This is an optimization exercise on Yosys and OpenROAD, whose aim is small area, not a production implementation.
RTL that was checked went through simulation tests only; none was proved equivalent to the original.
For runs 2 and 4, only the layout was checked, not whether the RTL still works.
Power is estimated from default activity; no workload was simulated.

### design/flow/config.mk
export PLATFORM = sky130hd
export DESIGN_NAME = tennis
export DESIGN_NICKNAME = tennis
export VERILOG_FILES = /design/flow/design.v
export SDC_FILE = /design/flow/constraint.sdc
export NUM_CORES = 4
export LEC_CHECK = 0
export CAP_MARGIN = 20
export CORE_MARGIN = 2
export CORE_UTILIZATION = 40
export SLEW_MARGIN = 20
### design/flow/constraint.sdc
create_clock -name core_clock -period 10.0 [get_ports {glb_clk}]
set_input_delay 2.0000 -clock core_clock [delete_from_list [all_inputs] [get_ports {glb_clk}]]
set_output_delay 2.0000 -clock core_clock [all_outputs]
set_load 0.01 [all_outputs]
### design/flow/design.v
module tennis(
 input wire glb_clk,
 input wire pixtick,  
 input wire reset,
 input wire lbat_human,
 input wire [8:0] lbat_move,  
 input wire rbat_human,
 input wire [8:0] rbat_move,  
 input wire tv_mode,
 input wire scanlines,        
 input wire pause,            
 output wire hsync,           
 output wire vsync,          
 output wire csync,           
 output wire ball,            
 output wire left_bat,        
 output wire right_bat,      
 output wire field_and_score,
 output wire sound           
);
 reg [7:0] hcount;
 reg [8:0] vcount;
 reg hfield;
 reg [8:0] lbat_ypos;
 reg [8:0] rbat_ypos;
 reg [8:0] ball_ypos;
 reg [6:0] ball_xpos;
 reg ball_ydir;
 reg ball_xdir;
 reg ball_yspd;
 reg [1:0] vbcnt;
 reg prev_ball;
 reg prev_lbat;
 reg hcoll;
 reg vcoll;
 reg vcollonfield;
 reg newline;
 reg vb;
 reg lbat_ydir;
 reg rbat_ydir;
 reg [3:0] l_score;
 reg [3:0] r_score;
 reg [8:0] snd_div;
 reg [1:0] snd_sel;
 wire lineend = (hcount==8'd255);
 wire pixlineend = pixtick & lineend;
 wire lastline = (vcount==9'd311);
 wire lastlineend = lastline & lineend;
 wire pixlastlineend = pixlineend & lastline;
 wire [6:0] hc = hcount[6:0];
 wire show = hcount[7] | ~scanlines;
 wire vfield = (vcount >= 9'd48) & (vcount <= 9'd279);
 wire tborder = (vcount[8:1]==8'd24);   
 wire bborder = (vcount[8:1]==8'd139);  
 wire vborder = tborder | bborder;
 wire [9:0] lrel = {1'b0, vcount} + {1'b0, ~lbat_ypos};   
 wire [9:0] rrel = {1'b0, vcount} + {1'b0, ~rbat_ypos};
 wire above_lbat = ~lrel[9];
 wire below_lbat = lrel[9] & (lrel[8:5]!=4'd0);
 wire above_rbat = ~rrel[9];
 wire below_rbat = rrel[9] & (rrel[8:5]!=4'd0);
 wire v_lbat = lrel[9] & (lrel[8:5]==4'd0);
 wire v_rbat = rrel[9] & (rrel[8:5]==4'd0);
 wire nsync = (hc[6:3]==4'he);  
 assign hsync = (hc[6:3]!=4'hf);  
 assign vsync = (vcount[8:1]!=8'd155);  
 assign csync = nsync | ( vsync & hsync );
 assign ball = show & hfield & vfield & vb & (hc==ball_xpos);
 assign left_bat = show & vfield & v_lbat & (hc==7'd26);
 assign right_bat = show & vfield & v_rbat & (hc==7'd102);
 reg [2:0] sx;
 always @(*)
 begin
  if ((hc >= 7'd49) & (hc <= 7'd63))
   sx = hc[3:1] - 3'd1 + {2'd0, hc[0]} ;
  else if ((hc >= 7'd71) & (hc <= 7'd85))
   sx = hc[3:1] - 3'd4 + {2'd0, hc[0]};
  else
   sx = 3'd7;
 end
 reg [2:0] sy;
 always @(*)
 begin
  if      ((vcount >= 9'd54) & (vcount <= 9'd59)) sy = 3'd1;
  else if ((vcount >= 9'd60) & (vcount <= 9'd65)) sy = 3'd2;
  else if ((vcount >= 9'd66) & (vcount <= 9'd71)) sy = 3'd3;
  else if ((vcount >= 9'd72) & (vcount <= 9'd77)) sy = 3'd4;
  else if ((vcount >= 9'd78) & (vcount <= 9'd83)) sy = 3'd5;
  else sy = 3'd0;
 end
 wire sc_img;
 score_number scnum( .value( (hc[6]?r_score:l_score) ),
                     .x(sx),
                     .y(sy),
                     .image(sc_img)
                   );
 assign field_and_score = show
                          &
                          ( ( hfield & vborder & ~hc[0] )
                            |
                            ( vfield & (hc==7'd64) & ~(vcount[2]^vcount[1]) )
                            |
                            sc_img
                          );
 wire lgoal = (ball_xpos==7'd105) & ball_xdir;
 wire rgoal = (ball_xpos==7'd22) & ~ball_xdir;
 assign sound = (snd_sel[1]) ?
                 ( (snd_sel[0]) ? snd_div[2] : snd_div[3] )
                 :
                 ( (snd_sel[0]) ? snd_div[4] : 1'b0 );
 always @(posedge glb_clk)
 begin
  if (reset)
  begin
   snd_sel <= 2'd0;
   snd_div <= 9'd0;
  end
  else if (pixlineend)
  begin
   if (lastline & (lgoal | rgoal))
   begin
    snd_sel <= 2'd3;
    snd_div <= 9'd0;
   end
   else if (lastline & hcoll)
   begin
    snd_sel <= 2'd2;
    snd_div <= 9'd0;
   end
   else if (lastline & vcollonfield)
   begin
    snd_sel <= 2'd1;
    snd_div <= 9'd0;
   end
   else
   begin
    if (~lastline & (snd_div==9'h1ff))
     snd_sel <= 2'd0;
    snd_div <= snd_div + 9'd1;
   end
  end
 end
 always @(posedge glb_clk)
 begin
  if (reset)
   hcount <= 8'd0;
  else if (pixtick)
   hcount <= (hcount+8'd1) | { tv_mode, 7'd0 };
 end
 always @(posedge glb_clk)
 begin
  if      (hc==7'd23)   hfield <= 1'b1;
  else if (hc==7'd105)  hfield <= 1'b0;
 end
 always @(posedge glb_clk)
 begin
  if (reset)
   vcount <= 9'd0;
  else if (pixlineend)
  begin
   if (lastline)
    vcount <= 9'd0;
   else
    vcount <= vcount+9'd1;
  end
 end
 wire bs = ~(vcoll^ball_ydir);
 wire hs = ~(hcoll^ball_xdir);
 wire lfast = ~ball_xdir;
 wire rfast = ball_xdir;
 wire [8:0] lm = lbat_human ? lbat_move :
                 { {6{lbat_ydir}}, lbat_ydir, lbat_ydir^lfast, ~(lbat_ydir&lfast) };
 wire [8:0] rm = rbat_human ? rbat_move :
                 { {6{rbat_ydir}}, rbat_ydir|rfast, rbat_ydir&~rfast, rbat_ydir|~rfast };
 wire [9:0] ld = {1'b0, lbat_ypos} - {1'b0, lm};
 wire [9:0] rd = {1'b0, rbat_ypos} - {1'b0, rm};
 wire [8:0] lnew = (lbat_human & lm[8] & (ld[8:0] > 9'd279)) ? 9'd279 :
                   (lbat_human & ~lm[8] & (lbat_ypos >= 9'd15) & (ld[9] | (ld[8:0] < 9'd15))) ? 9'd15 :
                   ld[8:0];
 wire [8:0] rnew = (rbat_human & rm[8] & (rd[8:0] > 9'd279)) ? 9'd279 :
                   (rbat_human & ~rm[8] & (rbat_ypos >= 9'd15) & (rd[9] | (rd[8:0] < 9'd15))) ? 9'd15 :
                   rd[8:0];
 always @(posedge glb_clk)
 begin
  if (reset)
  begin
   lbat_ypos <= 9'd96;
   rbat_ypos <= 9'd224;
   ball_ypos <= 9'd192;
   ball_xpos <= 7'd64;
   ball_ydir <= 1'd0;
   ball_xdir <= 1'd0;
   ball_yspd <= 1'd1;
  end
  else if (pixlastlineend && !pause)
  begin
   if (hcoll) ball_xdir <= ~ball_xdir;
   if (hcoll)
    ball_yspd <= ball_ydir^(ball_xdir?rbat_ydir:lbat_ydir);
   if ( (l_score!=4'd15) & (r_score!=4'd15) )
    ball_xpos <= ball_xpos+{hs,hs,hs,hs,hs,hs,1'd1};
   if (vcoll) ball_ydir <= ~ball_ydir;
   ball_ypos <= ball_ypos+{bs,bs,bs,bs,bs,bs,bs,bs^ball_yspd,1'b1};
   lbat_ypos <= lnew;
   rbat_ypos <= rnew;
  end
 end
 always @(posedge glb_clk)
 begin
  if (reset)
  begin
   lbat_ydir <= 1'd0;
   rbat_ydir <= 1'd0;
  end
  else if (vb)
  begin
   if      (above_lbat)  lbat_ydir <= 1'b0;
   else if (below_lbat)  lbat_ydir <= 1'b1;
   if      (above_rbat)  rbat_ydir <= 1'b0;
   else if (below_rbat)  rbat_ydir <= 1'b1;
  end
 end
 always @(posedge glb_clk)
 begin
  if (pixtick)
  begin
   newline <= lineend;
   prev_lbat <= left_bat;
   prev_ball <= ball;
  end
 end
 always @(posedge glb_clk)
 begin
  if (reset)
  begin
   hcoll <= 1'd0;
   vcoll <= 1'd0;
   vcollonfield <= 1'd0;
  end
  else if (pixtick)
  begin
   if (lastlineend)
   begin
    hcoll <= 1'b0;
    vcoll <= 1'b0;
    vcollonfield <= 1'b0;
   end
   else
   begin
    if ( ( prev_lbat & ball & ~ball_xdir ) |
         ( prev_ball & right_bat & ball_xdir ) )
     hcoll <= 1'b1;
    if ( ball & vborder )
     vcollonfield <= 1'b1;
    if ( vb & ~newline &
              ( ( tborder & ~ball_ydir )
                |
                ( bborder & ball_ydir )
              )
       )
     vcoll <= 1'b1;
   end
  end
 end
 always @(posedge glb_clk)
 begin
  if (reset)
  begin
   vbcnt <= 2'd0;
   vb <= 1'd0;
  end
  else if (pixlineend)
  begin
   if (lastline)
    vbcnt <= 2'd0;
   else
   begin
    if (vcount==ball_ypos)  vb <= 1'b1;
    if (vb)
    begin
     vbcnt <= vbcnt+2'd1;
     if (vbcnt==2'd3)  vb <= 1'b0;
    end
   end
  end
 end
 always @(posedge glb_clk)
 begin
  if ( reset |
       ( ~lbat_human & ~rbat_human & ( (l_score==4'd15) | (r_score==4'd15) ) )
     )
  begin
   l_score <= 4'd0;
   r_score <= 4'd0;
  end
  else if (pixlastlineend)
  begin
   if (lgoal)
    l_score <= l_score + 4'd1;
   if (rgoal)
    r_score <= r_score + 4'd1;
  end
 end
endmodule
module score_number(
 input wire [3:0] value,
 input wire [2:0] x,
 input wire [2:0] y,
 output wire image
);
 reg [7:0] ss;
 reg i;
 always @(*)
 begin
  case (value)   
   4'h0: ss = 8'b00111111;
   4'h1: ss = 8'b00000110;
   4'h2: ss = 8'b01011011;
   4'h3: ss = 8'b01001111;
   4'h4: ss = 8'b01100110;
   4'h5: ss = 8'b01101101;
   4'h6: ss = 8'b01111101;
   4'h7: ss = 8'b00000111;
   4'h8: ss = 8'b01111111;
   4'h9: ss = 8'b01101111;
   4'ha: ss = 8'b10111111;
   4'hb: ss = 8'b10000110;
   4'hc: ss = 8'b11011011;
   4'hd: ss = 8'b11001111;
   4'he: ss = 8'b11100110;
   4'hf: ss = 8'b11101101;
  endcase
 end
 always @(*)
 begin
  case (y)
   3'd1: case (x)
          3'd0: i = ss[7];
          3'd2: i = ss[0]|ss[5];
          3'd3: i = ss[0];
          3'd4: i = ss[0]|ss[1];
          default: i = 1'b0;
         endcase
   3'd2: case (x)
          3'd0: i = ss[7];
          3'd2: i = ss[5];
          3'd4: i = ss[1];
          default: i = 1'b0;
         endcase
   3'd3: case (x)
          3'd0: i = ss[7];
          3'd2: i = ss[6]|ss[5]|ss[4];
          3'd3: i = ss[6];
          3'd4: i = ss[6]|ss[1]|ss[2];
          default: i = 1'b0;
         endcase
   3'd4: case (x)
          3'd0: i = ss[7];
          3'd2: i = ss[4];
          3'd4: i = ss[2];
          default: i = 1'b0;
         endcase
   3'd5: case (x)
          3'd0: i = ss[7];
          3'd2: i = ss[3]|ss[4];
          3'd3: i = ss[3];
          3'd4: i = ss[3]|ss[2];
          default: i = 1'b0;
         endcase
   default: i = 1'b0;
  endcase
 end
 assign image = i;
endmodule
### design/flow/run.sh
#!/bin/bash
# synth_recipe.tcl (not shown) runs the flow's synth.tcl, then flattens the netlist and writes it again
# the make line also repeats each setting of config.mk as NAME=value (left out here)
make -C /OpenROAD-flow-scripts/flow DESIGN_CONFIG=/design/flow/config.mk WORK_HOME=/design/flow/orfs CLKGATE_MAP_FILE= SYNTH_SCRIPT=/design/flow/synth_recipe.tcl finish
==> flow_metrics.env, run 1 <==
export IMPL_status="timing/DRC/antenna clean"
export IMPL_clockBufferDepth=2
export IMPL_start_util_pct=40.9
export IMPL_routed_wl_um=17300
export IMPL_route_met3_wl_um=442
export IMPL_grt_usage_pct=19.2
export IMPL_multi_input_area_sq_mm=0.00495
export IMPL_coreArea_sq_mm=0.0172
export IMPL_wl_met1_um=8660
export IMPL_antenna_found_initial=0
export IMPL_postSynthAreaPerCell_sq_um=8.01
export IMPL_critical_path_class="flop to output pin"
export IMPL_max_freq_ghz=0.168
export IMPL_cts_tree="built"
export IMPL_critPathRequiredTime_ns=8.00
export IMPL_crit_slowest_cell="mux2i_1"
export IMPL_synth_cell_types=80
export IMPL_wl_met2_um=7910
export IMPL_htreeDepth=3
export IMPL_highest_layer="met4"
export IMPL_grt_setup_unrepaired="false"
export IMPL_die_w_um=137
export IMPL_firstDrtPassIters=7
export IMPL_ant_nets=0
export IMPL_drive_above_1_share_pct=4.71
export IMPL_die_area_sq_mm=0.0187
export IMPL_rows=48
export IMPL_skew_ns=0.00689
export IMPL_cts_inserted_buffers=9
export IMPL_synth_top_area_cell="dfxtp_1"
export IMPL_post_route_period_util_pct=59.4
export IMPL_final_util_pct=45.3
export IMPL_grt_max_degree=65
export IMPL_cts_root_buf="clkbuf_16"
export IMPL_synth_fp_nets=981
export IMPL_synth_flop_cell="dfxtp_1"
export IMPL_cts_resized=0
export IMPL_leakagePower_nw=2.98
export IMPL_die_y_um=137
export IMPL_regArea_sq_mm=0.00173
export IMPL_gp_congestion=0.848
export IMPL_netlist_area_sq_mm=0.00704
export IMPL_setup_viol=0
export IMPL_synth_warnings=2
export IMPL_start_kind="flop"
export IMPL_slew_violations=0
export IMPL_crit_family="multiplexers"
export IMPL_num_fill_cells=1756
export IMPL_netlist_instances=879
export IMPL_ios=34
export IMPL_post_dp_hpwl_um=12800
export IMPL_design_area_sq_mm=0.00780
export IMPL_placed_cell_area_sq_mm=0.00752
export IMPL_port_buffers=33
export IMPL_ctsHoldBuffers=0
export IMPL_antenna_cells=0
export IMPL_route_vias_total=6176
export IMPL_hold_slack_ns=0.487
export IMPL_drv_cap=0
export IMPL_power_density_mw_per_mm2=95.8
export IMPL_clock_sinks=85
export IMPL_clock_latency_ns=0.35
export IMPL_min_path_type="flop to flop"
export IMPL_fin_tns_setup_ns=0
export IMPL_ir_drop_mv=0.0815
export IMPL_final_hold_viol_count=0
export IMPL_clk_pin_slew_ns=0.06
export IMPL_async_flop_share_pct=0
export IMPL_path_cells="mux2i_1 -> inv_1 -> ha_1 -> mux4_2 -> o311ai_0 -> a21o_1 -> a2111oi_0 -> o22ai_1 -> clkdlybuf4s50_1"
export IMPL_critPathCaptureType="output pin"
export IMPL_grt_pass1_wl_um=28700
export IMPL_cp_arrival_ns=3.94
export IMPL_grt_overflow_total=0
export IMPL_path_buf_inv=2
export IMPL_wl_per_cell_um=15.5
export IMPL_fin_crit_ns=5.94
export IMPL_cts_setup_buffers=0
export IMPL_grt_pass1_vias=5808
export IMPL_synth_edff_count=3
export IMPL_path_max_fanout=13
export IMPL_yosysSeqAreaShare_pct=24.6
export IMPL_critPathMaxStageDelay_ns=0.70
export IMPL_relSlewSlack_pct=34.2
export IMPL_viasPerCell=5.53
export IMPL_drc=0
export IMPL_dr_first_iter_drc_count=300
export IMPL_ys_seq_elements=85
export IMPL_nNetsFinal=989
export IMPL_yosysTopAreaCellShare_pct=23.3
export IMPL_synthTopCellsByArea="dfxtp_1 (23%), ha_1 (13%), nor2_1 (5.4%)"
export IMPL_worstMarginPinSlew_ns=0.960
export IMPL_syn2layout_area_growth_pct=10.8
==> power breakdown <==
group	switching, mW	internal [mW]
Combinational	0.0386	0.0308
Sequential	0.00314	0.342
Clock	0.141	0.192
Total	0.183	0.565
==> final cells by class <==
cell class	instances	share of cell area (%)
clock inverters	5	0.641
multi-input cells	701	63.5
well taps	225	3.61
inverters	53	2.55
repair buffers	37	4.55
flip-flops and latches	85	22.2
clock buffers	11	2.98
==> worst reg2reg max path: stages (launching register included) <==
cell       delay (ns)
dfxtp_1          0.57
inv_1            0.22
ha_1             0.34
mux2_2           0.29
inv_1            0.07
ha_1             0.22
nor2b_4          0.13
o2111a_1         0.26
o41a_1           0.39
or3_4            0.35
a2111oi_4        0.39
a211oi_2         0.18
nor4_2           0.35
a221oi_1         0.15
==> final timing paths <==
kind	from	cells after the start	end	slack, ns
max reg2reg	ball_xdir	13	lbat_ypos[0]	5.95
max	hcount[6]	9	field_and_score	4.06
min	hfield	2	hfield	0.49
min reg2reg	hfield	2	hfield	0.49
==> Yosys cell counts, types with 5 or more instances <==
cell and number:
o21ai_0 36, a22oi_1 10, or2_2 5, nand2b_1 11, nand2_1 71, a211o_1 7, or3_1 5, mux2_2 5
nand4_1 13, mux2i_1 17, ha_1 72, nor4b_1 5, and3_1 7, nor2b_1 18, a21boi_0 5, buf_2 7
nor3_1 17, nor4_1 8, clkbuf_1 30, nand3_1 19, o21a_1 8, a21oi_1 59, dfxtp_1 82, a31oi_1 6
a21o_1 13, a221oi_1 6, a211oi_1 13, o41ai_1 5, xor2_1 31, nand3b_1 8, inv_1 53, nor2_1 101
xnor2_1 37
==> sequential cells by signal, summed over array words and instances, names as in the netlist, 2 cells and up <==
register   cells
ball_ypos      9
lbat_ypos      9
rbat_ypos      9
snd_div        9
vcount         9
hcount         8
ball_xpos      7
l_score        4
r_score        4
snd_sel        2
vbcnt          2
==> logic make-up (layout without fill, tap and decap cells) <==
group	count (synthesis)	count (layout)	share of synthesized area, %
mux	24	24	3.86
compound gates	217	217	21.3
fa+ha+maj	76	76	13.9
xor+xnor	68	68	8.46
simple gates	316	316	22.8
buf+inv	93	106	5.08
flops	85	85	24.6
==> layer usage <==
metal / global-route usage [%] / vias up
li1: - / 3182
met1: 25.4 / 2899
met2: 32.4 / 78
met3: 3.37 / 17
met4: 4.63 / 0
met5: 0 / -
==> cell usage in the layout (no fill, tap or decap), types with 11 or more instances in the layout <==
cell type and count:
o21ai_0 36, nor2b_1 18, a211oi_1 13, nor3_1 17
a21o_1 13, nand4_1 13, nor2_1 101, a21oi_1 59
ha_1 72, dfxtp_1 82, xnor2_1 37, nand2_1 71
xor2_1 31, nand3_1 19, clkdlybuf4s50_1 32, mux2i_1 17
nand2b_1 11, inv_1 53
==> metrics by stage <==
stage / power, mW / std cells / setup WS, ns
floorplan: 0.400 / 879 / 4.89
global placement: 0.422 / 1101 / 4.08
detailed placement: 0.422 / 1101 / 4.06
CTS: 0.756 / 1117 / 3.98
global route: 0.776 / 1117 / 3.74
finish: 0.748 / 1117 / 4.06
==> inputs of run 2 (changes only) <==
--- a/design/flow/design.v
+++ b/design/flow/design.v
@@ -108,44 +108,36 @@
                  ( (snd_sel[0]) ? snd_div[2] : snd_div[3] )
                  :
                  ( (snd_sel[0]) ? snd_div[4] : 1'b0 );
+ wire snd_start = pixlastlineend & (lgoal | rgoal | hcoll | vcollonfield);
+ always @(posedge glb_clk)
+ begin
+  if (reset | snd_start)
+   snd_div <= 9'd0;
+  else
+   snd_div <= snd_div + {8'd0, pixlineend};
+ end
  always @(posedge glb_clk)
  begin
   if (reset)
-  begin
    snd_sel <= 2'd0;
-   snd_div <= 9'd0;
-  end
   else if (pixlineend)
   begin
    if (lastline & (lgoal | rgoal))
-   begin
     snd_sel <= 2'd3;
-    snd_div <= 9'd0;
-   end
    else if (lastline & hcoll)
-   begin
     snd_sel <= 2'd2;
-    snd_div <= 9'd0;
-   end
    else if (lastline & vcollonfield)
-   begin
     snd_sel <= 2'd1;
-    snd_div <= 9'd0;
-   end
-   else
-   begin
-    if (~lastline & (snd_div==9'h1ff))
-     snd_sel <= 2'd0;
-    snd_div <= snd_div + 9'd1;
-   end
+   else if (~lastline & (snd_div==9'h1ff))
+    snd_sel <= 2'd0;
   end
  end
  always @(posedge glb_clk)
  begin
   if (reset)
    hcount <= 8'd0;
-  else if (pixtick)
-   hcount <= (hcount+8'd1) | { tv_mode, 7'd0 };
+  else
+   hcount <= (hcount+{7'd0,pixtick}) | { tv_mode&pixtick, 7'd0 };
  end
  always @(posedge glb_clk)
  begin
@@ -154,55 +146,67 @@
  end
  always @(posedge glb_clk)
  begin
-  if (reset)
+  if (reset | pixlastlineend)
    vcount <= 9'd0;
-  else if (pixlineend)
-  begin
-   if (lastline)
-    vcount <= 9'd0;
-   else
-    vcount <= vcount+9'd1;
-  end
+  else
+   vcount <= vcount+{8'd0,pixlineend};
  end
  wire bs = ~(vcoll^ball_ydir);
  wire hs = ~(hcoll^ball_xdir);
+ wire frame_en = pixlastlineend & ~pause;
  wire lfast = ~ball_xdir;
  wire rfast = ball_xdir;
- wire [8:0] lm = lbat_human ? lbat_move :
+ wire [8:0] lm = ~frame_en ? 9'd0 : lbat_human ? lbat_move :
                  { {6{lbat_ydir}}, lbat_ydir, lbat_ydir^lfast, ~(lbat_ydir&lfast) };
- wire [8:0] rm = rbat_human ? rbat_move :
+ wire [8:0] rm = ~frame_en ? 9'd0 : rbat_human ? rbat_move :
                  { {6{rbat_ydir}}, rbat_ydir|rfast, rbat_ydir&~rfast, rbat_ydir|~rfast };
  wire [9:0] ld = {1'b0, lbat_ypos} - {1'b0, lm};
  wire [9:0] rd = {1'b0, rbat_ypos} - {1'b0, rm};
- wire [8:0] lnew = (lbat_human & lm[8] & (ld[8:0] > 9'd279)) ? 9'd279 :
-                   (lbat_human & ~lm[8] & (lbat_ypos >= 9'd15) & (ld[9] | (ld[8:0] < 9'd15))) ? 9'd15 :
-                   ld[8:0];
- wire [8:0] rnew = (rbat_human & rm[8] & (rd[8:0] > 9'd279)) ? 9'd279 :
-                   (rbat_human & ~rm[8] & (rbat_ypos >= 9'd15) & (rd[9] | (rd[8:0] < 9'd15))) ? 9'd15 :
-                   rd[8:0];
+ wire lc279 = frame_en & lbat_human & lm[8] & (ld[8:0] > 9'd279);
+ wire lc15  = frame_en & lbat_human & ~lm[8] & (lbat_ypos >= 9'd15) & (ld[9] | (ld[8:0] < 9'd15));
+ wire rc279 = frame_en & rbat_human & rm[8] & (rd[8:0] > 9'd279);
+ wire rc15  = frame_en & rbat_human & ~rm[8] & (rbat_ypos >= 9'd15) & (rd[9] | (rd[8:0] < 9'd15));
  always @(posedge glb_clk)
  begin
   if (reset)
   begin
    lbat_ypos <= 9'd96;
    rbat_ypos <= 9'd224;
+  end
+  else
+  begin
+   lbat_ypos <= lc279 ? 9'd279 : lc15 ? 9'd15 : ld[8:0];
+   rbat_ypos <= rc279 ? 9'd279 : rc15 ? 9'd15 : rd[8:0];
+  end
+ end
+ wire xmove = frame_en & (l_score!=4'd15) & (r_score!=4'd15);
+ always @(posedge glb_clk)
+ begin
+  if (reset)
+  begin
    ball_ypos <= 9'd192;
    ball_xpos <= 7'd64;
+  end
+  else
+  begin
+   ball_ypos <= ball_ypos + {{7{frame_en&bs}}, frame_en&(bs^ball_yspd), frame_en};
+   ball_xpos <= ball_xpos + {{6{xmove&hs}}, xmove};
+  end
+ end
+ always @(posedge glb_clk)
+ begin
+  if (reset)
+  begin
    ball_ydir <= 1'd0;
    ball_xdir <= 1'd0;
    ball_yspd <= 1'd1;
   end
-  else if (pixlastlineend && !pause)
+  else if (frame_en)
   begin
    if (hcoll) ball_xdir <= ~ball_xdir;
    if (hcoll)
     ball_yspd <= ball_ydir^(ball_xdir?rbat_ydir:lbat_ydir);
-   if ( (l_score!=4'd15) & (r_score!=4'd15) )
-    ball_xpos <= ball_xpos+{hs,hs,hs,hs,hs,hs,1'd1};
    if (vcoll) ball_ydir <= ~ball_ydir;
-   ball_ypos <= ball_ypos+{bs,bs,bs,bs,bs,bs,bs,bs^ball_yspd,1'b1};
-   lbat_ypos <= lnew;
-   rbat_ypos <= rnew;
   end
  end
  always @(posedge glb_clk)
==> design/flow/flow/run.sh (new file) <==
#!/bin/bash
# Own layout flow: the standard synthesis, then its combinational logic re-mapped
# for area with ABC (flip-flops untouched), then the standard ORFS flow from floorplan on.
set -euo pipefail
W=$(pwd)
R=$W/orfs/results/${FLOW_PLATFORM}/tennis/base
LIB=$FLOW_HOME/platforms/${FLOW_PLATFORM}/lib/sky130_fd_sc_hd__tt_025C_1v80.lib
YOSYS=$FLOW_HOME/../tools/install/yosys/bin/yosys
[ -x "$YOSYS" ] || YOSYS=yosys
DU="-dont_use *probe* -dont_use *lpflow* -dont_use *clkbuf* -dont_use *clkinv* -dont_use *dly* -dont_use *conb* -dont_use *bleeder* -dont_use *tap* -dont_use *fill* -dont_use *decap* -dont_use *diode*"

bash standard.sh synth > $W/log_1_standard_synth.txt 2>&1
cp $R/1_2_yosys.v $W/std_netlist.v

sed -e "s|@LIB@|$LIB|g" -e "s|@NET@|$W/std_netlist.v|g" -e "s|@OUT@|$W/resyn_netlist.v|g" \
    -e "s|@SCRIPT@|$W/flow/area.abc|g" -e "s|@DU@|$DU|g" $W/flow/resyn.ys > $W/resyn_run.ys
"$YOSYS" -l $W/log_2_resyn.txt -s $W/resyn_run.ys > /dev/null 2>&1

cp $W/resyn_netlist.v $R/1_2_yosys.v
rm -f $R/1_synth.odb $R/1_synth.sdc
bash standard.sh finish > $W/log_3_standard_finish.txt 2>&1
==> design/flow/flow/area.abc (new file) <==
strash
&get -n
&deepsyn -T 20
&put
dch -f
amap
==> design/flow/flow/resyn.ys (new file) <==
# Re-map the combinational logic of the standard synthesis netlist for area.
# The flip-flop instances (names, cell types, connections) are kept as they are.
read_liberty -ignore_miss_func @LIB@
read_verilog @NET@
hierarchy -top tennis
setattr -mod -set keep_hierarchy 1 sky130_fd_sc_hd__df* sky130_fd_sc_hd__edf*
select -set comb t:sky130_fd_sc_hd__* t:sky130_fd_sc_hd__df* %d t:sky130_fd_sc_hd__edf* %d
rename -hide @comb
select -clear
flatten
opt_clean
tee -o @OUT@.pre.stat stat -liberty @LIB@
abc -liberty @LIB@ @DU@ -script @SCRIPT@
opt_clean -purge
hilomap -singleton -hicell sky130_fd_sc_hd__conb_1 HI -locell sky130_fd_sc_hd__conb_1 LO
splitnets
opt_clean -purge
insbuf -buf sky130_fd_sc_hd__buf_4 A X
tee -o @OUT@.stat stat -liberty @LIB@
select -module tennis
write_verilog -noattr -nohex -nodec -selected @OUT@
==> design/flow/standard.sh (new file) <==
#!/bin/bash
# synth_recipe.tcl (not shown) runs the flow's synth.tcl, then flattens the netlist and writes it again
# the make line also repeats each setting of config.mk as NAME=value (left out here)
make -C /OpenROAD-flow-scripts/flow DESIGN_CONFIG=/design/flow/config.mk WORK_HOME=/design/flow/orfs CLKGATE_MAP_FILE= SYNTH_SCRIPT=/design/flow/synth_recipe.tcl "${@:-finish}"
removed: design/flow/run.sh
==> run 2 against run 1 <==
  * Final area shrank 25%
  * Worst hold slack lost 0.019 ns
  * Area after synthesis shrank 29%
  * Total power shrank 4.4%
  * Maximum frequency shrank 32%
  * Largest cell class unchanged
  * Largest power group unchanged
  * Highest routed layer unchanged
==> flow_metrics.env, run 2 <==
export IMPL_holdPathEnd="l_score[3]"
export IMPL_clock_sinks=85
export IMPL_clockBufferDepth=2
export IMPL_reg2reg_slack_ns=2.71
export IMPL_hold_slack_ns=0.468
export IMPL_clock_latency_ns=0.35
export IMPL_drv_cap=0
export IMPL_ctsHoldBuffers=0
export IMPL_post_route_period_util_pct=87.2
export IMPL_rows=40
export IMPL_ant_nets=0
export IMPL_coreArea_sq_mm=0.0121
export IMPL_route_vias_total=5356
export IMPL_grt_overflow_total=0
export IMPL_min_path_type="flop to flop"
export IMPL_power_density_mw_per_mm2=122
export IMPL_max_freq_ghz=0.115
export IMPL_reg2reg_to="lbat_ypos[7]"
export IMPL_cts_tree="built"
export IMPL_final_hold_viol_count=0
export IMPL_critical_path_class="input pin to flop"
export IMPL_critPathRequiredTime_ns=10.26
export IMPL_globalRouteMet3Util_pct=4.08
export IMPL_die_y_um=116
export IMPL_fin_tns_setup_ns=0
export IMPL_grt_util_met1_pct=29.5
export IMPL_port_buffers=33
export IMPL_fin_crit_ns=8.72
export IMPL_cts_setup_buffers=0
export IMPL_final_util_pct=48.4
export IMPL_grt_pass1_wl_um=23800
export IMPL_start_kind="input pin"
export IMPL_cts_inserted_buffers=9
export IMPL_grt_pass1_vias=4810
export IMPL_drive_above_1_share_pct=2.29
export IMPL_netlist_area_sq_mm=0.00502
export IMPL_min_from="l_score[3]"
export IMPL_wl_per_cell_um=15.5
export IMPL_skew_ns=0.00662
export IMPL_nNetsFinal=808
export IMPL_worstMarginPinSlew_ns=0.746
export IMPL_cpMostUsedCell="nand2_1"
export IMPL_firstDrtPassIters=7
export IMPL_grt_usage_pct=22.6
export IMPL_grt_max_degree=38
export IMPL_syn2layout_area_growth_pct=16.7
export IMPL_path_buf_inv=6
export IMPL_antenna_cells=0
export IMPL_crit_family="simple AND/OR/NAND/NOR gates"
export IMPL_num_fill_cells=1264
export IMPL_critPathMaxStageDelay_ns=0.59
export IMPL_cts_root_buf="clkbuf_16"
export IMPL_die_area_sq_mm=0.0135
export IMPL_die_w_um=116
export IMPL_hold_path_depth=1
export IMPL_viasPerCell=5.61
export IMPL_dr_first_iter_drc_count=325
export IMPL_start_util_pct=41.5
export IMPL_setup_viol=0
export IMPL_synth_warnings=2
export IMPL_cp_arrival_ns=8.98
export IMPL_gp_congestion=0.925
export IMPL_path_max_fanout=9
export IMPL_slew_violations=0
export IMPL_use_met2_pct=37.9
export IMPL_netlist_instances=734
export IMPL_grt_busiest_layer="met2"
export IMPL_postSynthAreaPerCell_sq_um=6.84
export IMPL_status="timing/DRC/antenna clean"
export IMPL_critPathCaptureType="flop"
export IMPL_synth_fp_nets=760
export IMPL_cts_resized=0
export IMPL_ir_drop_mv=0.0666
export IMPL_ios=34
export IMPL_antenna_found_initial=0
export IMPL_layout_commonest_cell="nor2_1"
export IMPL_crit_slowest_cell="clkdlybuf4s50_1"
export IMPL_drc=0
export IMPL_htreeDepth=3
export IMPL_reg2reg_depth=39
export IMPL_post_dp_hpwl_um=11400
export IMPL_final_cell_mix="nor2_1 (163), inv_1 (93), dfxtp_1 (82)"
export IMPL_relSlewSlack_pct=50.2
export IMPL_leakagePower_nw=2.07
export IMPL_grt_setup_unrepaired="false"
export IMPL_routed_wl_um=14800
export IMPL_clk_pin_slew_ns=0.06
export IMPL_r2r_start="hcount[1]"
## run 2: worst max-delay path by stage
stage	startpoint	cells past startpoint	slack, ns	to
6_report	pixtick	38	1.28	lbat_ypos[7]
5_1_grt	pixtick	39	0.41	lbat_ypos[7]
4_1_cts	pixtick	38	1.41	lbat_ypos[7]
3_5_place_dp	pixtick	38	1.10	lbat_ypos[7]
3_3_place_gp	pixtick	38	1.32	lbat_ypos[7]
2_1_floorplan	pixtick	37	2.71	lbat_ypos[7]
## run 2: per-layer routing
| metal | routed length, um | vias up |
|---|---|---|
| met5 | 0 | - |
| met4 | 325 | 0 |
| met3 | 723 | 21 |
| met2 | 6810 | 160 |
| met1 | 6920 | 2432 |
| li1 | - | 2743 |
## run 2: area by class of cell
type                            instances  area, sq um  area share [%]
Clock buffer                           10          229            3.91
Clock inverter                          6         37.5           0.641
Inverter                               93          349            5.96
Multi-Input combinational cell        556         2940            50.2
Sequential cell                        85         1730            29.6
Tap cell                              168          210            3.59
Timing Repair Buffer                   37          360            6.15
## run 2: report_power, final
part / switching (mW) / leakage (nW) / internal [mW] / total [mW]
logic: 0.0325 / 1.25 / 0.0225 / 0.0550
registers: 0.00582 / 0.694 / 0.345 / 0.351
clock network: 0.141 / 0.126 / 0.168 / 0.309
total: 0.180 / 2.07 / 0.536 / 0.715
## run 2: through the flow
| step | setup slack, ns | power (mW) | instance area, sq um | cells |
|---|---|---|---|---|
| after floorplan | 2.71 | 0.389 | 5020 | 734 |
| after global placement | 1.32 | 0.413 | 5590 | 939 |
| after detailed placement | 1.10 | 0.413 | 5590 | 939 |
| after CTS | 1.41 | 0.720 | 5860 | 955 |
| after global routing | 0.413 | 0.738 | 5860 | 955 |
| final | 1.28 | 0.715 | 5860 | 955 |
## run 2: worst reg2reg max path: cells and delay by family (launching register included)
family / cells / cell delay [ns]
buffers and inverters: 6 / 0.72
DFF: 1 / 0.44
AOI/OAI and AO/OA: 12 / 2.09
and+or+nand+nor: 21 / 3.97
==> inputs of run 3 (changes only) <==
--- a/design/flow/design.v
+++ b/design/flow/design.v
@@ -29,12 +29,9 @@
  reg ball_xdir;
  reg ball_yspd;
  reg [1:0] vbcnt;
- reg prev_ball;
- reg prev_lbat;
  reg hcoll;
  reg vcoll;
  reg vcollonfield;
- reg newline;
  reg vb;
  reg lbat_ydir;
  reg rbat_ydir;
@@ -224,15 +221,14 @@
    else if (below_rbat)  rbat_ydir <= 1'b1;
   end
  end
+ reg prev_show;
  always @(posedge glb_clk)
  begin
   if (pixtick)
-  begin
-   newline <= lineend;
-   prev_lbat <= left_bat;
-   prev_ball <= ball;
-  end
+   prev_show <= show;
  end
+ wire lhit = prev_show & show & vfield & v_lbat & vb & (hc==7'd27) & (ball_xpos==7'd27) & ~ball_xdir;
+ wire rhit = prev_show & show & vfield & v_rbat & vb & (hc==7'd102) & (ball_xpos==7'd101) & ball_xdir;
  always @(posedge glb_clk)
  begin
   if (reset)
@@ -251,12 +247,11 @@
    end
    else
    begin
-    if ( ( prev_lbat & ball & ~ball_xdir ) |
-         ( prev_ball & right_bat & ball_xdir ) )
+    if (lhit | rhit)
      hcoll <= 1'b1;
     if ( ball & vborder )
      vcollonfield <= 1'b1;
-    if ( vb & ~newline &
+    if ( vb &
               ( ( tborder & ~ball_ydir )
                 |
                 ( bborder & ball_ydir )
--- a/design/flow/flow/run.sh
+++ b/design/flow/flow/run.sh
@@ -18,4 +18,4 @@
 
 cp $W/resyn_netlist.v $R/1_2_yosys.v
 rm -f $R/1_synth.odb $R/1_synth.sdc
-bash standard.sh finish > $W/log_3_standard_finish.txt 2>&1
+bash standard.sh finish "BUFFER_PORTS_ARGS=-buffer_cell sky130_fd_sc_hd__buf_1" "CTS_ARGS=-sink_clustering_enable -repair_clock_nets -dont_use_dummy_load -buf_list sky130_fd_sc_hd__clkbuf_8" > $W/log_3_standard_finish.txt 2>&1
==> run 3 against run 2 <==
  * Area after synthesis down 2.9%
  * Die area down 2.8%
  * Final area down 8.8%
  * Still clean on timing, DRC and antenna
  * Sequential share of layout area up 1.7 points
  * Via count up 0.73%
  * Routed wire length up 2.0%
  * Global-route usage up 1.3 points
  * Worst hold slack better by 0.018 ns
  * Critical path depth up 12
==> flow_metrics.env, run 3 <==
export IMPL_status="timing/DRC/antenna clean"
export IMPL_drv_cap=0
export IMPL_die_area_sq_mm=0.0131
export IMPL_drive_above_1_share_pct=1.97
export IMPL_synth_warnings=2
export IMPL_route_vias_total=5395
export IMPL_final_hold_viol_count=0
export IMPL_viasPerCell=5.95
export IMPL_wl_per_cell_um=16.6
export IMPL_drc=0
export IMPL_min_path_type="flop to flop"
export IMPL_clock_latency_ns=0.38
export IMPL_netlist_area_sq_mm=0.00487
export IMPL_critPathCaptureType="flop"
export IMPL_nNetsFinal=788
export IMPL_start_util_pct=40.8
export IMPL_ios=34
export IMPL_crit_slowest_cell="o21ai_0"
export IMPL_clock_sinks=83
export IMPL_post_route_period_util_pct=87.9
export IMPL_crit_path_end="lbat_ypos[3]"
export IMPL_dr_first_iter_drc_count=509
export IMPL_routed_wl_um=15100
export IMPL_grt_setup_unrepaired="false"
export IMPL_antenna_found_initial=0
export IMPL_postSynthAreaPerCell_sq_um=6.81
export IMPL_netlist_instances=716
export IMPL_firstDrtPassIters=6
export IMPL_clk_pin_slew_ns=0.08
export IMPL_critical_path_class="input pin to flop"
export IMPL_cts_inserted_buffers=9
export IMPL_synth_fp_nets=742
export IMPL_die_w_um=114
export IMPL_grt_pass1_wl_um=24600
export IMPL_grt_overflow_total=0
export IMPL_layout_commonest_cell="nor2_1"
export IMPL_antenna_cells=0
export IMPL_r2r_start="hcount[0]"
export IMPL_reg2reg_depth=49
export IMPL_fin_tns_setup_ns=0
export IMPL_relSlewSlack_pct=38.2
export IMPL_htreeDepth=3
export IMPL_grt_max_degree=39
export IMPL_critPathRequiredTime_ns=10.21
export IMPL_gp_congestion=0.947
export IMPL_grt_pass1_vias=4916
export IMPL_final_util_pct=44.6
export IMPL_power_density_mw_per_mm2=103
export IMPL_worstMarginPinSlew_ns=0.928
export IMPL_crit_start="pixtick"
export IMPL_cp_arrival_ns=9.00
export IMPL_die_y_um=114
export IMPL_reg2reg_slack_ns=2.51
export IMPL_critPathMaxStageDelay_ns=0.39
export IMPL_setup_viol=0
export IMPL_port_buffers=33
export IMPL_cts_tree="built"
export IMPL_cts_root_buf="clkbuf_8"
export IMPL_cpMostUsedCell="nand2_1"
export IMPL_leakagePower_nw=1.90
export IMPL_final_cell_mix="nor2_1 (145), inv_1 (88), dfxtp_1 (82)"
export IMPL_design_area_sq_mm=0.00534
export IMPL_syn2layout_area_growth_pct=9.55
export IMPL_path_max_fanout=15
export IMPL_ir_drop_mv=0.0830
export IMPL_grt_usage_pct=23.8
export IMPL_start_kind="input pin"
export IMPL_slew_violations=0
export IMPL_clockBufferDepth=2
export IMPL_post_dp_hpwl_um=11300
export IMPL_ant_nets=0
export IMPL_skew_ns=0.0251
export IMPL_fin_crit_ns=8.79
export IMPL_min_from="vbcnt[1]"
export IMPL_placed_cell_area_sq_mm=0.00520
export IMPL_total_power_uw=551
export IMPL_max_freq_ghz=0.114
export IMPL_coreArea_sq_mm=0.0120
export IMPL_rows=40
export IMPL_reg2reg_to="lbat_ypos[3]"
-- run 3: changes by cell type in the layout (fill, tap and decap cells not counted), sizes merged, moves of 6 or more --
cell	change
clkdlybuf4s50	-33
o21ai	+7
inv	-6
o32ai	-6
nand2	+8
nor2	-17
a311oi	+6
buf	+30
a211oi	-6
-- run 3: metal layers --
metal | share of wire (%) | wire length, um | vias up | track usage [%]
met3 | 7.5 | 1130 | 28 | 5.88
li1 | - | - | 2684 | -
met2 | 44 | 6630 | 210 | 37.4
met1 | 46 | 6920 | 2473 | 32.4
met4 | 2.6 | 397 | 0 | 7.15
met5 | 0 | 0 | - | 0
-- run 3: final cells by class --
class,count,area [sq um]
clock buffer,9,124
fill,1244,6620
inverter,88,330
multi-input combinational,545,2890
sequential,83,1670
tap,147,184
timing repair buffer,35,140
-- run 3: worst min path at each step --
| stage | endpoint | cells after the start |
|---|---|---|
| after global placement | vbcnt[1] | 1 |
| after global routing | snd_div[1] | 2 |
| after floorplan | vbcnt[1] | 1 |
| final | vbcnt[1] | 1 |
| after detailed placement | vbcnt[1] | 1 |
| after CTS | ball_ypos[0] | 1 |
-- run 3: power by group --
part           internal, mW  total, mW  switching, mW
clock                0.0806      0.195          0.114
sequential            0.333      0.334        0.00171
combinational       0.00574     0.0216         0.0158
-- run 3: worst max-delay path: cells and delay by family --
kind	cells	cell delay, ns
and+or+nand+nor	26	3.33
AOI/OAI and AO/OA	16	2.57
buffers and inverters	8	1.11
-- run 3: metrics by stage --
stage,instances,hold WS [ns],setup slack [ns]
detailed placement,898,0.469,0.516
CTS,907,0.485,0.862
global placement,898,0.467,0.885
finish,907,0.486,1.21
global route,907,0.521,0.0375
floorplan,716,0.436,1.90
-- run 3: what timing repair did --
item                                   4_1_cts  5_1_grt
endpoints found under the hold margin        0        0
buffers inserted                             0        0
hold buffers                                 0        0
setup endpoints to repair                    0        9
gates resized for setup                      0        5
==> inputs of run 4 (changes only) <==
--- a/design/flow/design.v
+++ b/design/flow/design.v
@@ -21,8 +21,8 @@
  reg [7:0] hcount;
  reg [8:0] vcount;
  reg hfield;
- reg [8:0] lbat_ypos;
- reg [8:0] rbat_ypos;
+ reg [8:0] lbat_npos;
+ reg [8:0] rbat_npos;
  reg [8:0] ball_ypos;
  reg [6:0] ball_xpos;
  reg ball_ydir;
@@ -50,8 +50,8 @@
  wire tborder = (vcount[8:1]==8'd24);   
  wire bborder = (vcount[8:1]==8'd139);  
  wire vborder = tborder | bborder;
- wire [9:0] lrel = {1'b0, vcount} + {1'b0, ~lbat_ypos};   
- wire [9:0] rrel = {1'b0, vcount} + {1'b0, ~rbat_ypos};
+ wire [9:0] lrel = {1'b0, vcount} + {1'b0, lbat_npos};   
+ wire [9:0] rrel = {1'b0, vcount} + {1'b0, rbat_npos};
  wire above_lbat = ~lrel[9];
  wire below_lbat = lrel[9] & (lrel[8:5]!=4'd0);
  wire above_rbat = ~rrel[9];
@@ -157,23 +157,23 @@
                  { {6{lbat_ydir}}, lbat_ydir, lbat_ydir^lfast, ~(lbat_ydir&lfast) };
  wire [8:0] rm = ~frame_en ? 9'd0 : rbat_human ? rbat_move :
                  { {6{rbat_ydir}}, rbat_ydir|rfast, rbat_ydir&~rfast, rbat_ydir|~rfast };
- wire [9:0] ld = {1'b0, lbat_ypos} - {1'b0, lm};
- wire [9:0] rd = {1'b0, rbat_ypos} - {1'b0, rm};
- wire lc279 = frame_en & lbat_human & lm[8] & (ld[8:0] > 9'd279);
- wire lc15  = frame_en & lbat_human & ~lm[8] & (lbat_ypos >= 9'd15) & (ld[9] | (ld[8:0] < 9'd15));
- wire rc279 = frame_en & rbat_human & rm[8] & (rd[8:0] > 9'd279);
- wire rc15  = frame_en & rbat_human & ~rm[8] & (rbat_ypos >= 9'd15) & (rd[9] | (rd[8:0] < 9'd15));
+ wire [9:0] ls = {1'b0, lbat_npos} + {1'b0, lm};
+ wire [9:0] rs = {1'b0, rbat_npos} + {1'b0, rm};
+ wire lc279 = frame_en & lbat_human & lm[8] & (ls[8:0] < 9'd232);
+ wire lc15  = frame_en & lbat_human & ~lm[8] & (lbat_npos <= 9'd496) & (ls[9] | (ls[8:0] > 9'd496));
+ wire rc279 = frame_en & rbat_human & rm[8] & (rs[8:0] < 9'd232);
+ wire rc15  = frame_en & rbat_human & ~rm[8] & (rbat_npos <= 9'd496) & (rs[9] | (rs[8:0] > 9'd496));
  always @(posedge glb_clk)
  begin
   if (reset)
   begin
-   lbat_ypos <= 9'd96;
-   rbat_ypos <= 9'd224;
+   lbat_npos <= ~9'd96;
+   rbat_npos <= ~9'd224;
   end
   else
   begin
-   lbat_ypos <= lc279 ? 9'd279 : lc15 ? 9'd15 : ld[8:0];
-   rbat_ypos <= rc279 ? 9'd279 : rc15 ? 9'd15 : rd[8:0];
+   lbat_npos <= lc279 ? ~9'd279 : lc15 ? ~9'd15 : ls[8:0];
+   rbat_npos <= rc279 ? ~9'd279 : rc15 ? ~9'd15 : rs[8:0];
   end
  end
  wire xmove = frame_en & (l_score!=4'd15) & (r_score!=4'd15);
==> design/flow/flow/run.sh (replaced) <==
#!/bin/bash
# Own layout flow: the standard synthesis, then its combinational logic re-mapped
# for area with ABC (flip-flops untouched: same instances, names and cells), keeping
# the smallest of several ABC seeds, then the standard ORFS flow from floorplan on,
# with buf_1 port buffers and a clkbuf_8 clock tree.
set -euo pipefail
W=$(pwd)
R=$W/orfs/results/${FLOW_PLATFORM}/tennis/base
LIB=$FLOW_HOME/platforms/${FLOW_PLATFORM}/lib/sky130_fd_sc_hd__tt_025C_1v80.lib
YOSYS=$FLOW_HOME/../tools/install/yosys/bin/yosys
[ -x "$YOSYS" ] || YOSYS=yosys
DU="-dont_use *probe* -dont_use *lpflow* -dont_use *clkbuf* -dont_use *clkinv* -dont_use *dly* -dont_use *conb* -dont_use *bleeder* -dont_use *tap* -dont_use *fill* -dont_use *decap* -dont_use *diode*"

bash standard.sh synth > $W/log_1_standard_synth.txt 2>&1
cp $R/1_2_yosys.v $W/std_netlist.v

resyn() {
  local seed=$1
  sed -e "s|@SEED@|$seed|g" $W/flow/area.abc > $W/area_$seed.abc
  sed -e "s|@LIB@|$LIB|g" -e "s|@NET@|$W/std_netlist.v|g" -e "s|@OUT@|$W/resyn_$seed.v|g" \
      -e "s|@SCRIPT@|$W/area_$seed.abc|g" -e "s|@DU@|$DU|g" $W/flow/resyn.ys > $W/resyn_$seed.ys
  "$YOSYS" -l $W/log_2_resyn_$seed.txt -s $W/resyn_$seed.ys > /dev/null 2>&1 || true
}
for group in "0 1 2 3" "4 5 6 7"; do
  for s in $group; do resyn $s & done
  wait
done
best=""; best_area=""
for s in 0 1 2 3 4 5 6 7; do
  [ -f $W/resyn_$s.v.stat ] || continue
  a=$(grep "Chip area for top module" $W/resyn_$s.v.stat | awk '{print $NF}')
  echo "seed $s area $a" >> $W/log_2_resyn_summary.txt
  if [ -z "$best" ] || awk -v a=$a -v b=$best_area 'BEGIN{exit !(a<b)}'; then best=$s; best_area=$a; fi
done
echo "best seed $best area $best_area" >> $W/log_2_resyn_summary.txt

cp $W/resyn_$best.v $R/1_2_yosys.v
rm -f $R/1_synth.odb $R/1_synth.sdc
bash standard.sh finish "BUFFER_PORTS_ARGS=-buffer_cell sky130_fd_sc_hd__buf_1" "CTS_ARGS=-sink_clustering_enable -repair_clock_nets -dont_use_dummy_load -buf_list sky130_fd_sc_hd__clkbuf_8" > $W/log_3_standard_finish.txt 2>&1
==> design/flow/flow/area.abc (replaced) <==
strash
&get -n
&deepsyn -T 20 -S @SEED@
&put
dch -f
amap
==> run 4 against run 3 <==
  * Still clean
  * Area after synthesis decreased by 0.23%
  * Setup slack improved by 0.62 ns
  * Maximum frequency increased by 7.5%
  * Worst hold slack got worse by 0.035 ns
  * Register-to-register slack improved by 0.41 ns
  * Clock power barely moved
  * Synthesized cell count shrank 1.1%
  * Global-route usage decreased by 0.71 points
  * Core utilization fell by 0.19 points
  * Critical path type unchanged
  * Highest routed layer unchanged
==> flow_metrics.env, run 4 <==
export IMPL_num_fill_cells=1303
export IMPL_clock_sinks=83
export IMPL_critical_path_class="input pin to flop"
export IMPL_cpMostUsedCell="nor2_1"
export IMPL_wl_per_cell_um=16.1
export IMPL_post_route_period_util_pct=81.7
export IMPL_syn2layout_area_growth_pct=9.34
export IMPL_clock_latency_ns=0.38
export IMPL_fin_crit_ns=8.17
export IMPL_max_freq_ghz=0.122
export IMPL_drive_above_1_share_pct=1.59
export IMPL_antenna_cells=0
export IMPL_layout_commonest_cell="nor2_1"
export IMPL_die_area_sq_mm=0.0131
export IMPL_grt_setup_unrepaired="false"
export IMPL_rows=40
export IMPL_cts_setup_buffers=0
export IMPL_antenna_found_initial=0
export IMPL_final_util_pct=44.5
export IMPL_start_kind="input pin"
export IMPL_grt_max_degree=39
export IMPL_synth_fp_nets=734
export IMPL_cts_root_buf="clkbuf_8"
export IMPL_htreeDepth=3
export IMPL_ios=34
export IMPL_drv_cap=0
export IMPL_ctsHoldBuffers=0
export IMPL_drc=0
export IMPL_fin_tns_setup_ns=0
export IMPL_viasPerCell=5.88
export IMPL_final_hold_viol_count=0
export IMPL_leakagePower_nw=1.95
export IMPL_cts_resized=0
export IMPL_cts_inserted_buffers=9
export IMPL_nNetsFinal=781
export IMPL_status="timing/DRC/antenna clean"
export IMPL_gp_congestion=0.932
export IMPL_cts_tree="built"
export IMPL_routed_wl_um=14500
export IMPL_skew_ns=0.0212
export IMPL_postSynthAreaPerCell_sq_um=6.87
export IMPL_path_max_fanout=10
export IMPL_start_util_pct=40.7
export IMPL_relSlewSlack_pct=46.3
export IMPL_netlist_instances=708
export IMPL_die_y_um=114
export IMPL_cp_arrival_ns=8.41
export IMPL_dr_first_iter_drc_count=398
export IMPL_netlist_area_sq_mm=0.00486
export IMPL_clockBufferDepth=2
export IMPL_final_cell_mix="nor2_1 (140), inv_1 (97), dfxtp_1 (82)"
export IMPL_final_cells=900
export IMPL_clk_pin_slew_ns=0.07
export IMPL_critPathMaxStageDelay_ns=0.39
export IMPL_route_vias_total=5295
export IMPL_grt_overflow_total=0
export IMPL_die_w_um=114
export IMPL_grt_usage_pct=23.1
export IMPL_port_buffers=33
export IMPL_firstDrtPassIters=5
export IMPL_ant_nets=0
export IMPL_setup_viol=0
export IMPL_critPathCaptureType="flop"
export IMPL_grt_pass1_vias=4845
export IMPL_min_path_type="flop to flop"
export IMPL_coreArea_sq_mm=0.0120
export IMPL_critPathRequiredTime_ns=10.24
export IMPL_synth_warnings=2
export IMPL_crit_slowest_cell="or3_1"
export IMPL_grt_pass1_wl_um=23800
export IMPL_ir_drop_mv=0.0711
export IMPL_dp_cells=891
export IMPL_power_density_mw_per_mm2=118
export IMPL_slew_violations=0
export IMPL_post_dp_hpwl_um=11100
export IMPL_worstMarginPinSlew_ns=0.804
-- run 4: path summary, 6_finish.rpt --
path | depth (start not counted) | to | slack (ns) | from
min | 1 | snd_div[8] | 0.45 | snd_div[8]
max reg2reg | 41 | lbat_npos[7] | 2.92 | vcount[2]
max | 45 | lbat_npos[7] | 1.83 | pixtick
min reg2reg | 1 | snd_div[8] | 0.45 | snd_div[8]
-- run 4: power breakdown --
part | internal (mW) | leakage, nW | switching, mW
sequential | 0.340 | 0.672 | 0.00653
clock | 0.0806 | 0.0647 | 0.113
combinational | 0.0291 | 1.21 | 0.0578
-- run 4: layout make-up --
class | count | area [sq um] | area share (%)
flip-flops and latches | 83 | 1670 | 31.4
inverters | 97 | 364 | 6.85
repair buffers | 36 | 146 | 2.75
multi-input cells | 528 | 2830 | 53.2
well taps | 147 | 184 | 3.46
clock buffers | 9 | 124 | 2.33
-- run 4: through the flow --
| stage | cell area [sq um] | hold slack (ns) | setup WS [ns] | power, mW |
|---|---|---|---|---|
| finish | 5320 | 0.451 | 1.83 | 0.628 |
| global route | 5320 | 0.470 | 0.873 | 0.663 |
| CTS | 5320 | 0.453 | 1.93 | 0.635 |
| detailed placement | 5190 | 0.442 | 1.57 | 0.441 |
| global placement | 5190 | 0.433 | 1.88 | 0.438 |
| floorplan | 4860 | 0.422 | 2.53 | 0.413 |
-- run 4: routing by layer --
metal	track usage, %	wire length [um]	up-vias
met3	2.81	730	19
met4	9.84	343	0
met5	0	0	-
met2	36.5	6420	149
met1	32.0	7000	2471
li1	-	-	2656
-- run 4: critical path, delay by kind of cell --
kind	cells	cell delay, ns
AND/OR/NAND/NOR	25	3.19
AO/OA/AOI/OAI	14	2.34
buffers and inverters	6	0.84
==> inputs of run 5 (changes only) <==
--- a/design/flow/design.v
+++ b/design/flow/design.v
@@ -37,7 +37,6 @@
  reg rbat_ydir;
  reg [3:0] l_score;
  reg [3:0] r_score;
- reg [8:0] snd_div;
  reg [1:0] snd_sel;
  wire lineend = (hcount==8'd255);
  wire pixlineend = pixtick & lineend;
@@ -101,17 +100,18 @@
                           );
  wire lgoal = (ball_xpos==7'd105) & ball_xdir;
  wire rgoal = (ball_xpos==7'd22) & ~ball_xdir;
+ reg snd_frame2;
+ wire [2:0] snd_div = snd_frame2 ? (vcount[4:2] + 3'd6) : vcount[4:2];
+ wire snd_end = snd_frame2 & (vcount==9'd199);
  assign sound = (snd_sel[1]) ?
-                 ( (snd_sel[0]) ? snd_div[2] : snd_div[3] )
+                 ( (snd_sel[0]) ? snd_div[0] : snd_div[1] )
                  :
-                 ( (snd_sel[0]) ? snd_div[4] : 1'b0 );
- wire snd_start = pixlastlineend & (lgoal | rgoal | hcoll | vcollonfield);
+                 ( (snd_sel[0]) ? snd_div[2] : 1'b0 );
+ wire snd_start = lgoal | rgoal | hcoll | vcollonfield;
  always @(posedge glb_clk)
  begin
-  if (reset | snd_start)
-   snd_div <= 9'd0;
-  else
-   snd_div <= snd_div + {8'd0, pixlineend};
+  if (pixlastlineend)
+   snd_frame2 <= ~snd_start;
  end
  always @(posedge glb_clk)
  begin
@@ -125,7 +125,7 @@
     snd_sel <= 2'd2;
    else if (lastline & vcollonfield)
     snd_sel <= 2'd1;
-   else if (~lastline & (snd_div==9'h1ff))
+   else if (~lastline & snd_end)
     snd_sel <= 2'd0;
   end
  end
--- a/design/flow/flow/run.sh
+++ b/design/flow/flow/run.sh
@@ -36,4 +36,4 @@
 
 cp $W/resyn_$best.v $R/1_2_yosys.v
 rm -f $R/1_synth.odb $R/1_synth.sdc
-bash standard.sh finish "BUFFER_PORTS_ARGS=-buffer_cell sky130_fd_sc_hd__buf_1" "CTS_ARGS=-sink_clustering_enable -repair_clock_nets -dont_use_dummy_load -buf_list sky130_fd_sc_hd__clkbuf_8" > $W/log_3_standard_finish.txt 2>&1
+bash standard.sh finish "BUFFER_PORTS_ARGS=-buffer_cell sky130_fd_sc_hd__buf_1" "CTS_ARGS=-sink_clustering_enable -repair_clock_nets -dont_use_dummy_load -sink_clustering_size 28 -sink_clustering_max_diameter 250 -buf_list sky130_fd_sc_hd__clkbuf_8" > $W/log_3_standard_finish.txt 2>&1
==> run 5 against run 4 <==
  * Core utilization is 0.095 points higher
  * Non-clock buffer count is 1 lower
  * Still clean on timing, DRC and antenna
  * Die area is 5.2% lower
  * Register-to-register slack worse by 0.15 ns
  * Synthesized cell count is 1.4% lower
  * Combinational power is 94% higher
  * Worst hold slack better by 0.041 ns
  * Setup slack worse by 0.27 ns
  * Total power is 9.0% higher
==> flow_metrics.env, run 5 <==
export IMPL_relSlewSlack_pct=44.0
export IMPL_status="timing/DRC/antenna clean"
export IMPL_setup_viol=0
export IMPL_cts_setup_buffers=0
export IMPL_fin_crit_ns=8.44
export IMPL_cts_resized=0
export IMPL_clkPwrFrac_pct=26.7
export IMPL_max_freq_ghz=0.118
export IMPL_r2r_start="hcount[6]"
export IMPL_hold_slack_ns=0.491
export IMPL_min_from="vbcnt[1]"
export IMPL_crit_start="pixtick"
export IMPL_grt_pass1_vias=4947
export IMPL_drv_cap=0
export IMPL_critPathCaptureType="flop"
export IMPL_viasPerCell=5.83
export IMPL_final_cell_mix="nor2_1 (155), inv_1 (86), dfxtp_1 (73)"
export IMPL_swShare_pct=33.6
export IMPL_critPathMaxStageDelay_ns=0.51
export IMPL_grt_overflow_total=0
export IMPL_final_hold_viol_count=0
export IMPL_cpMostUsedCell="nor2_1"
export IMPL_rows=39
export IMPL_clock_latency_ns=0.37
export IMPL_antenna_cells=0
export IMPL_ir_drop_mv=0.0923
export IMPL_route_vias_total=5156
export IMPL_antenna_found_initial=0
export IMPL_die_area_sq_mm=0.0124
export IMPL_nNetsFinal=770
export IMPL_critPathRequiredTime_ns=10.23
export IMPL_crit_family="simple AND/OR/NAND/NOR gates"
export IMPL_num_fill_cells=1215
export IMPL_cts_tree="built"
export IMPL_power_density_mw_per_mm2=136
export IMPL_post_dp_hpwl_um=10600
export IMPL_synth_warnings=2
export IMPL_cts_inserted_buffers=9
export IMPL_die_y_um=111
export IMPL_ant_nets=0
export IMPL_clk_pin_slew_ns=0.08
export IMPL_coreArea_sq_mm=0.0113
export IMPL_fin_tns_setup_ns=0
export IMPL_ios=34
export IMPL_htreeDepth=3
export IMPL_dr_first_iter_drc_count=452
export IMPL_port_buffers=33
export IMPL_path_max_fanout=15
export IMPL_regArea_sq_mm=0.00152
export IMPL_intPower_uw=454
export IMPL_grt_usage_pct=23.6
export IMPL_post_route_period_util_pct=84.4
export IMPL_highest_layer="met4"
export IMPL_skew_ns=0.0237
export IMPL_leakagePower_nw=1.75
export IMPL_synth_fp_nets=724
export IMPL_postSynthAreaPerCell_sq_um=6.59
export IMPL_netlist_instances=698
export IMPL_p_switching_uw=230
export IMPL_critical_path_class="input pin to flop"
export IMPL_routed_wl_um=14200
export IMPL_firstDrtPassIters=5
export IMPL_wl_per_cell_um=16.0
export IMPL_cp_arrival_ns=8.67
export IMPL_route_met3_wl_um=979
export IMPL_sequentialPowerShare_pct=48.7
export IMPL_ctsHoldBuffers=0
export IMPL_min_path_type="flop to flop"
export IMPL_cts_root_buf="clkbuf_8"
export IMPL_drc=0
export IMPL_layout_commonest_cell="nor2_1"
export IMPL_wl_met2_um=6630
export IMPL_clockBufferDepth=2
export IMPL_path_buf_inv=7
export IMPL_dp_cells=876
export IMPL_clock_sinks=75
export IMPL_grt_pass1_wl_um=23800
export IMPL_p_comb_share_pct=24.7
export IMPL_start_util_pct=40.6
export IMPL_grt_max_degree=36
export IMPL_slew_violations=0
export IMPL_grt_setup_unrepaired="false"
export IMPL_multi_input_area_sq_mm=0.00276
export IMPL_netlist_area_sq_mm=0.00460
export IMPL_drive_above_1_share_pct=1.48
export IMPL_syn2layout_area_growth_pct=9.60
export IMPL_crit_slowest_cell="o22ai_1"
export IMPL_die_w_um=111
export IMPL_final_cells=885
export IMPL_wl_met1_um=6110
export IMPL_gp_congestion=0.884
export IMPL_worstMarginPinSlew_ns=0.840
export IMPL_start_kind="input pin"
==> run 5: area by class of cell <==
cell class / count / area share, %
multi-input cells: 537 / 54.7
flip-flops and latches: 75 / 30.2
inverters: 86 / 6.40
well taps: 143 / 3.55
repair buffers: 35 / 2.75
clock buffers: 9 / 2.46
==> run 5: through the flow <==
step	setup slack, ns	area, sq um	power, mW	utilization [%]
after global routing	0.701	5040	0.727	44.6
after CTS	1.71	5040	0.687	44.6
final	1.56	5040	0.684	44.6
after detailed placement	1.32	4920	0.505	43.5
after floorplan	2.48	4600	0.464	-
after global placement	1.73	4920	0.500	43.5
==> run 5: per-layer routing <==
layer	up-vias	GRT usage, %
met5	-	0
met4	0	9.22
met3	34	5.63
met2	189	39.7
met1	2347	29.1
li1	2586	-
==> run 5: power by group through the flow <==
stage          logic, mW  registers [mW]  clock network [mW]
3_5_place_dp       0.165           0.339                   0
5_1_grt            0.192           0.336               0.199
6_report           0.169           0.333               0.182
2_1_floorplan      0.130           0.334                   0
4_1_cts            0.166           0.333               0.189
3_3_place_gp       0.160           0.339                   0
==> run 5: worst paths after layout <==
kind / endpoint / slack, ns / depth (start not counted)
hold reg to reg: vbcnt[1] / 0.49 / 1
hold / removal: vbcnt[1] / 0.49 / 1
setup reg to reg: lbat_npos[3] / 2.77 / 37
setup / recovery: lbat_npos[3] / 1.56 / 40

-- static timing again, ports no longer ideal --
In the flow no input, the clock included, has a driving cell. The finished layouts below were timed again as built, in two steps.
Step 1 (the two cells are an assumption about what drives the block):
set clk [get_ports {glb_clk}]
set_driving_cell -lib_cell sky130_fd_sc_hd__clkbuf_16 $clk
set_driving_cell -lib_cell sky130_fd_sc_hd__buf_2 [delete_from_list [all_inputs] $clk]
Step 2, shift: input delay + t, output delay - t, t = (earliest + latest rising clock arrival at the registers) / 2. This alone moves slack from input paths to output paths.
Slacks: ideal / step 1 / step 2; pairs: ideal / step 1.
run	t (ns)	setup slack, ns	clock arrival spread, ns	slew at the worst register clock pin (ns)	cell pins on the clock port's net
run 1	0.393	4.055 / 4.014 / 4.068	0.008 / 0.007	0.07 / 0.07	1
run 2	0.385	1.282 / 1.296 / 0.911	0.007 / 0.007	0.07 / 0.07	1
run 3	0.402	1.211 / 1.225 / 0.822	0.025 / 0.025	0.09 / 0.09	1
run 4	0.400	1.827 / 1.839 / 1.439	0.021 / 0.022	0.09 / 0.09	1
run 5	0.392	1.561 / 1.572 / 1.180	0.024 / 0.024	0.08 / 0.08	1
After both steps every run listed still meets setup and hold. For run 3, which loses most, drivers alone change the setup slack by +0.014 ns; drivers and shift together by -0.389 ns.
